Background: an optimization exercise with open tools, aiming at small area, a short achievable clock period and few clock cycles. Do not read the settings as production practice. The RTL was checked by simulation tests, not by an equivalence proof against the original design. Power is estimated from default activity; no workload was simulated.

## the reference run
Design mips_top, start of the top module:
module mips_top (input         clk,
                 input         rst,
                 input         port_sel,
                 input         port_en,
                 input  [31:0] user_input,
                 input  [31:0] mem_rdata,
                 output [7:0]  mem_addr,
                 output [31:0] mem_wdata,
                 output        mem_we,
                 output [31:0] outport,
                 output        halted);
For scale: ~6500 cells after synthesis, about 1600 flip-flops, ~140 I/O pins, about 78000 sq um of cells after synthesis.
clock: 14.0 ns
lec_check: 0
cap_margin: 20
core_margin: 2
core_utilization: 55
cts_cluster_diameter: 60
cts_cluster_size: 20
place_density: 0.7
slew_margin: 20
standard.sh (not shown) runs the stock make flow with config.mk's settings and CLKGATE_MAP_FILE= SYNTH_SCRIPT=/design/flow/synth_recipe.tcl, a recipe that flattens the netlist after the stock synthesis.
==> flow/flow/run.sh <==
#!/bin/bash
set -o pipefail
bash standard.sh SETUP_SLACK_MARGIN=10 \
    "BUFFER_PORTS_ARGS=-buffer_cell sky130_fd_sc_hd__buf_4" \
    finish > standard.log 2>&1
Testbench counts of the reference run, summed over its fixed seeds: cycles 184,562.
Changes in the trial run relative to the reference run:
-- flow/design.v --
<<< the reference run, line 103
    reg  [31:0] w_wd;
    register_file i_rf (.clk(clk), .rst(rst_q), .we(w_we), .wa(w_wa), .wd(w_wd),
                        .ra0(rs), .ra1(rt), .rd0(rf_a), .rd1(rf_b));
    wire        mbusy;
    wire [31:0] hi, lo;
>>> the trial run, line 103
    reg  [31:0] w_wd;
    register_file i_rf (.clk(clk), .rst(rst_q), .we(w_we), .wa(w_wa), .wd(w_wd),
                        .ra0(rs), .ra1(rt), .en0(!a_zero), .en1(b_rt),
                        .rd0(rf_a), .rd1(rf_b));
    wire        mbusy;
    wire [31:0] hi, lo;
<<< the reference run, line 154
    wire fxa = xv && x_wr && (x_wa == rs) && !a_zero;
    wire fxb = xv && x_wr && (x_wa == rt) && b_rt;
    wire fwa = !a_zero && !fxa && w_we && (w_wa == rs);
    wire fwb = b_rt && !fxb && w_we && (w_wa == rt);
    wire fra = !a_zero && !fxa && !fwa;
    wire frb = b_rt && !fxb && !fwb;
    wire [31:0] b_alt  = ({32{i_alu}}  & {16'd0, imm})
                       | ({32{lw_p0}}  & inport0)
                       | ({32{lw_p1}}  & inport1)
>>> the trial run, line 155
    wire fxa = xv && x_wr && (x_wa == rs) && !a_zero;
    wire fxb = xv && x_wr && (x_wa == rt) && b_rt;
    wire [31:0] a_base = rf_a;
    wire [31:0] b_base = rf_b
                       | ({32{i_alu}}  & {16'd0, imm})
                       | ({32{lw_p0}}  & inport0)
                       | ({32{lw_p1}}  & inport1)
<<< the reference run, line 164
                       | ({32{f_mfhi}} & hi)
                       | ({32{f_mflo}} & lo);
    wire [31:0] a_next = ({32{fxa}} & x_res) | ({32{fwa}} & w_wd) | ({32{fra}} & rf_a);
    wire [31:0] b_next = ({32{fxb}} & x_res) | ({32{fwb}} & w_wd) | ({32{frb}} & rf_b) | b_alt;
    wire ir_free = r_adv || !iv;
    wire btb_hit = btb_v && fv && (ma == btb_a);
>>> the trial run, line 163
                       | ({32{f_mfhi}} & hi)
                       | ({32{f_mflo}} & lo);
    wire [31:0] a_next = fxa ? x_res : a_base;
    wire [31:0] b_next = fxb ? x_res : b_base;
    wire ir_free = r_adv || !iv;
    wire btb_hit = btb_v && fv && (ma == btb_a);
<<< the reference run, line 315
                      input      [4:0]  ra0,
                      input      [4:0]  ra1,
                      output     [31:0] rd0,
                      output     [31:0] rd1);
>>> the trial run, line 314
                      input      [4:0]  ra0,
                      input      [4:0]  ra1,
                      input             en0,     
                      input             en1,
                      output     [31:0] rd0,
                      output     [31:0] rd1);
<<< the reference run, line 331
        end
    endgenerate
    assign rd0 = rv[ra0];
    assign rd1 = rv[ra1];
endmodule
module mips_mul (input             clk,
>>> the trial run, line 332
        end
    endgenerate
    wire fw0 = we && (wa == ra0) && (wa != 5'd0);
    wire fw1 = we && (wa == ra1) && (wa != 5'd0);
    assign rd0 = {32{en0}} & (fw0 ? wd : rv[ra0]);
    assign rd1 = {32{en1}} & (fw1 ? wd : rv[ra1]);
endmodule
module mips_mul (input             clk,
Findings:
The timing startpoint of the critical path comes out ir[24] in one run and ir[19] in the other, namely in the reference run and the trial run respectively.
Comparing the reference run and the trial run, the higher met3 layer wire length in the routed design is on the trial run.
Comparing the reference run and the trial run, total power is higher on the trial run.
Taking the reference run as the reference, in the trial run standard-cell row count went up by 0.72%; worst slew margin relative to its limit has decreased.
The trial run has completed all stages; timing, DRC and antenna checks passed.
Going from the reference run to the trial run, hold slack rose 0.0096 ns; overall fraction of global-route tracks in use fell 0.67 points; cell count after placement +405; largest fanout on the critical path lower.
The trial run vs the reference run on critical path data required time: the trial run is the higher one.
Sort the reference run and the trial run by final instance area, ascending, and the reference run comes first.
The trial run leaves less setup margin than the reference run.
Going from the reference run to the trial run, the clock power was found to have gone down by about 3%.
Testbench counts of the trial run, summed over its fixed seeds: cycles 184,562.


mips_top with an RTL version that a note above also has.
For scale: ~6900 cells after synthesis, about 1600 flip-flops, roughly 140 I/O pins.
==> flow/config.mk <==
export PLATFORM = sky130hd
export DESIGN_NAME = mips_top
export DESIGN_NICKNAME = mips_top
export VERILOG_FILES = /design/flow/design.v
export SDC_FILE = /design/flow/constraint.sdc
export NUM_CORES = 8
export LEC_CHECK = 0
export CAP_MARGIN = 20
export CORE_MARGIN = 2
export CORE_UTILIZATION = 55
export CTS_CLUSTER_DIAMETER = 60
export CTS_CLUSTER_SIZE = 20
export PLACE_DENSITY = 0.7
export SLEW_MARGIN = 20
==> flow/constraint.sdc <==
create_clock -name core_clock -period 14.0 [get_ports {clk}]
set_input_delay 2.8000 -clock core_clock [delete_from_list [all_inputs] [get_ports {clk}]]
set_output_delay 2.8000 -clock core_clock [all_outputs]
set_load 0.01 [all_outputs]
==> flow/flow/run.sh <==
#!/bin/bash
set -o pipefail
bash standard.sh SETUP_SLACK_MARGIN=10.3 finish > standard.log 2>&1
Testbench counts at the start, summed over its fixed seeds: cycles 184,562.
==> next run, changes <==
--- a/flow/design.v
+++ b/flow/design.v
@@ -97,18 +97,17 @@
     wire [4:0] r_wa = rtype ? rd : (i_jal ? 5'd31 : rt);
     wire a_zero = lw_p0 || lw_p1 || i_jal || f_mfhi || f_mflo;
     wire b_rt   = !(i_alu || lw_p0 || lw_p1 || i_jal || f_mfhi || f_mflo);
     wire [31:0] rf_a, rf_b;
     reg         w_we;
     reg  [4:0]  w_wa;
     reg  [31:0] w_wd;
     register_file i_rf (.clk(clk), .rst(rst_q), .we(w_we), .wa(w_wa), .wd(w_wd),
-                        .ra0(rs), .ra1(rt), .en0(!a_zero), .en1(b_rt),
-                        .rd0(rf_a), .rd1(rf_b));
+                        .ra0(rs), .ra1(rt), .rd0(rf_a), .rd1(rf_b));
     wire        mbusy;
     wire [31:0] hi, lo;
     wire        x_exec  = xv && !ldw && !hlt;
     wire        x_free  = !xv || x_exec;
     wire        x_free_d = !(xv && ldw);       
     wire [31:0] sum     = xa + (x_sub ? ~xb : xb) + {31'd0, x_sub};
     wire        lt      = (xa[31] ^ xb[31]) ? xa[31] : sum[31];
     function [31:0] rev32(input [31:0] v);
@@ -149,26 +148,28 @@
     wire r_go    = r_adv && !hlt && !x_redir;
     wire r_jump  = i_j || i_jal || f_jr || (branch && pred);
     wire [31:0] rpc4    = rpc + 32'd4;
     wire [31:0] btarget = {rpc[31:2] + {14'd0, imm} + 30'd1, 2'b00};
     wire [31:0] rtarget = (i_j || i_jal) ? {rpc4[31:28], ir[25:0], 2'b00} :
                           f_jr ? {rpc[31:10], ras, 2'b00} : btarget;
     wire fxa = xv && x_wr && (x_wa == rs) && !a_zero;
     wire fxb = xv && x_wr && (x_wa == rt) && b_rt;
-    wire [31:0] a_base = rf_a;
-    wire [31:0] b_base = rf_b
-                       | ({32{i_alu}}  & {16'd0, imm})
+    wire fwa = !a_zero && !fxa && w_we && (w_wa == rs);
+    wire fwb = b_rt && !fxb && w_we && (w_wa == rt);
+    wire fra = !a_zero && !fxa && !fwa;
+    wire frb = b_rt && !fxb && !fwb;
+    wire [31:0] b_alt  = ({32{i_alu}}  & {16'd0, imm})
                        | ({32{lw_p0}}  & inport0)
                        | ({32{lw_p1}}  & inport1)
                        | ({32{i_jal}}  & rpc4)
                        | ({32{f_mfhi}} & hi)
                        | ({32{f_mflo}} & lo);
-    wire [31:0] a_next = fxa ? x_res : a_base;
-    wire [31:0] b_next = fxb ? x_res : b_base;
+    wire [31:0] a_next = ({32{fxa}} & x_res) | ({32{fwa}} & w_wd) | ({32{fra}} & rf_a);
+    wire [31:0] b_next = ({32{fxb}} & x_res) | ({32{fwb}} & w_wd) | ({32{frb}} & rf_b) | b_alt;
     wire ir_free = r_adv || !iv;
     wire btb_hit = btb_v && fv && (ma == btb_a);
     wire btb_x   = btb_f ? btb_2 : btb_1;
     wire btb_tk  = btb_hit && !btb_x;
     wire accept  = dv && !x_redir && ir_free;
     wire d_op_j  = (mem_rdata[31:27] == 5'b00001);
     wire d_op_b  = (mem_rdata[31:27] == 5'b00010) && mem_rdata[7];
     wire d_op_jr = (mem_rdata[31:26] == 6'd0) && (mem_rdata[5:0] == 6'h08);
@@ -308,38 +309,34 @@
 endmodule
 module register_file (input             clk,
                       input             rst,
                       input             we,
                       input      [4:0]  wa,
                       input      [31:0] wd,
                       input      [4:0]  ra0,
                       input      [4:0]  ra1,
-                      input             en0,     
-                      input             en1,
                       output     [31:0] rd0,
                       output     [31:0] rd1);
     wire [31:0] wsel = we ? (32'd1 << wa) : 32'd0;
     wire [31:0] wbus = rst ? 32'd0 : wd;
     wire [31:0] rv [0:31];
     assign rv[0] = 32'd0;
     genvar r;
     generate
         for (r = 1; r < 32; r = r + 1) begin : g_reg
             reg [31:0] q;
             always @(posedge clk)
                 if (rst || wsel[r])
                     q <= wbus;
             assign rv[r] = q;
         end
     endgenerate
-    wire fw0 = we && (wa == ra0) && (wa != 5'd0);
-    wire fw1 = we && (wa == ra1) && (wa != 5'd0);
-    assign rd0 = {32{en0}} & (fw0 ? wd : rv[ra0]);
-    assign rd1 = {32{en1}} & (fw1 ? wd : rv[ra1]);
+    assign rd0 = rv[ra0];
+    assign rd1 = rv[ra1];
 endmodule
 module mips_mul (input             clk,
                  input             rst,
                  input             start,
                  input             sgn,
                  input      [31:0] a,
                  input      [31:0] b,
                  output            busy,
After rerunning: The changed run produced a clean layout; total power goes down by 5.2%; cell area is lower by 0.69%; hold slack gets worse by 7.4 ps; count of clock-buffer cells in the layout rose by 9; first-iteration DRC count went down by 6.3%; die area falls by 0.83%; core utilization grows by 0.33 points.
Testbench counts after the change, summed over its fixed seeds: cycles 184,562.

what the ideal ports hide:
In the flow no input, the clock included, has a driving cell. The finished layouts below were timed again as built, in two steps.
Step 1: set_driving_cell puts a clkbuf_16 on clk and a buf_2 on each other input, an assumption about the parent block.
Step 2 also shifts input and output timing later by t, the mid clock arrival at the registers, as if the neighbouring blocks saw the same clock.
Slacks: ideal ports / drivers / drivers and shift; pairs: ideal ports / drivers.
| run | shift t [ns] | setup slack, ns | latest minus earliest clock arrival (ns) | worst register clock-pin slew, ns |
|---|---|---|---|---|
| the reference run | 0.880 | 9.905 / 9.836 / 9.135 | 0.070 / 0.070 | 0.09 / 0.09 |
| the trial run | 0.870 | 9.714 / 9.714 / 9.183 | 0.048 / 0.048 | 0.09 / 0.09 |
| the first run of note 2 | 0.871 | 9.860 / 9.849 / 9.233 | 0.068 / 0.067 | 0.09 / 0.09 |
| the second run of note 2 | 0.883 | 9.912 / 9.827 / 9.135 | 0.058 / 0.059 | 0.09 / 0.09 |
After both steps setup and hold are still met in every run listed. For the second run of note 2, which loses most, drivers alone change the setup slack by -0.085 ns; drivers and shift together by -0.777 ns.
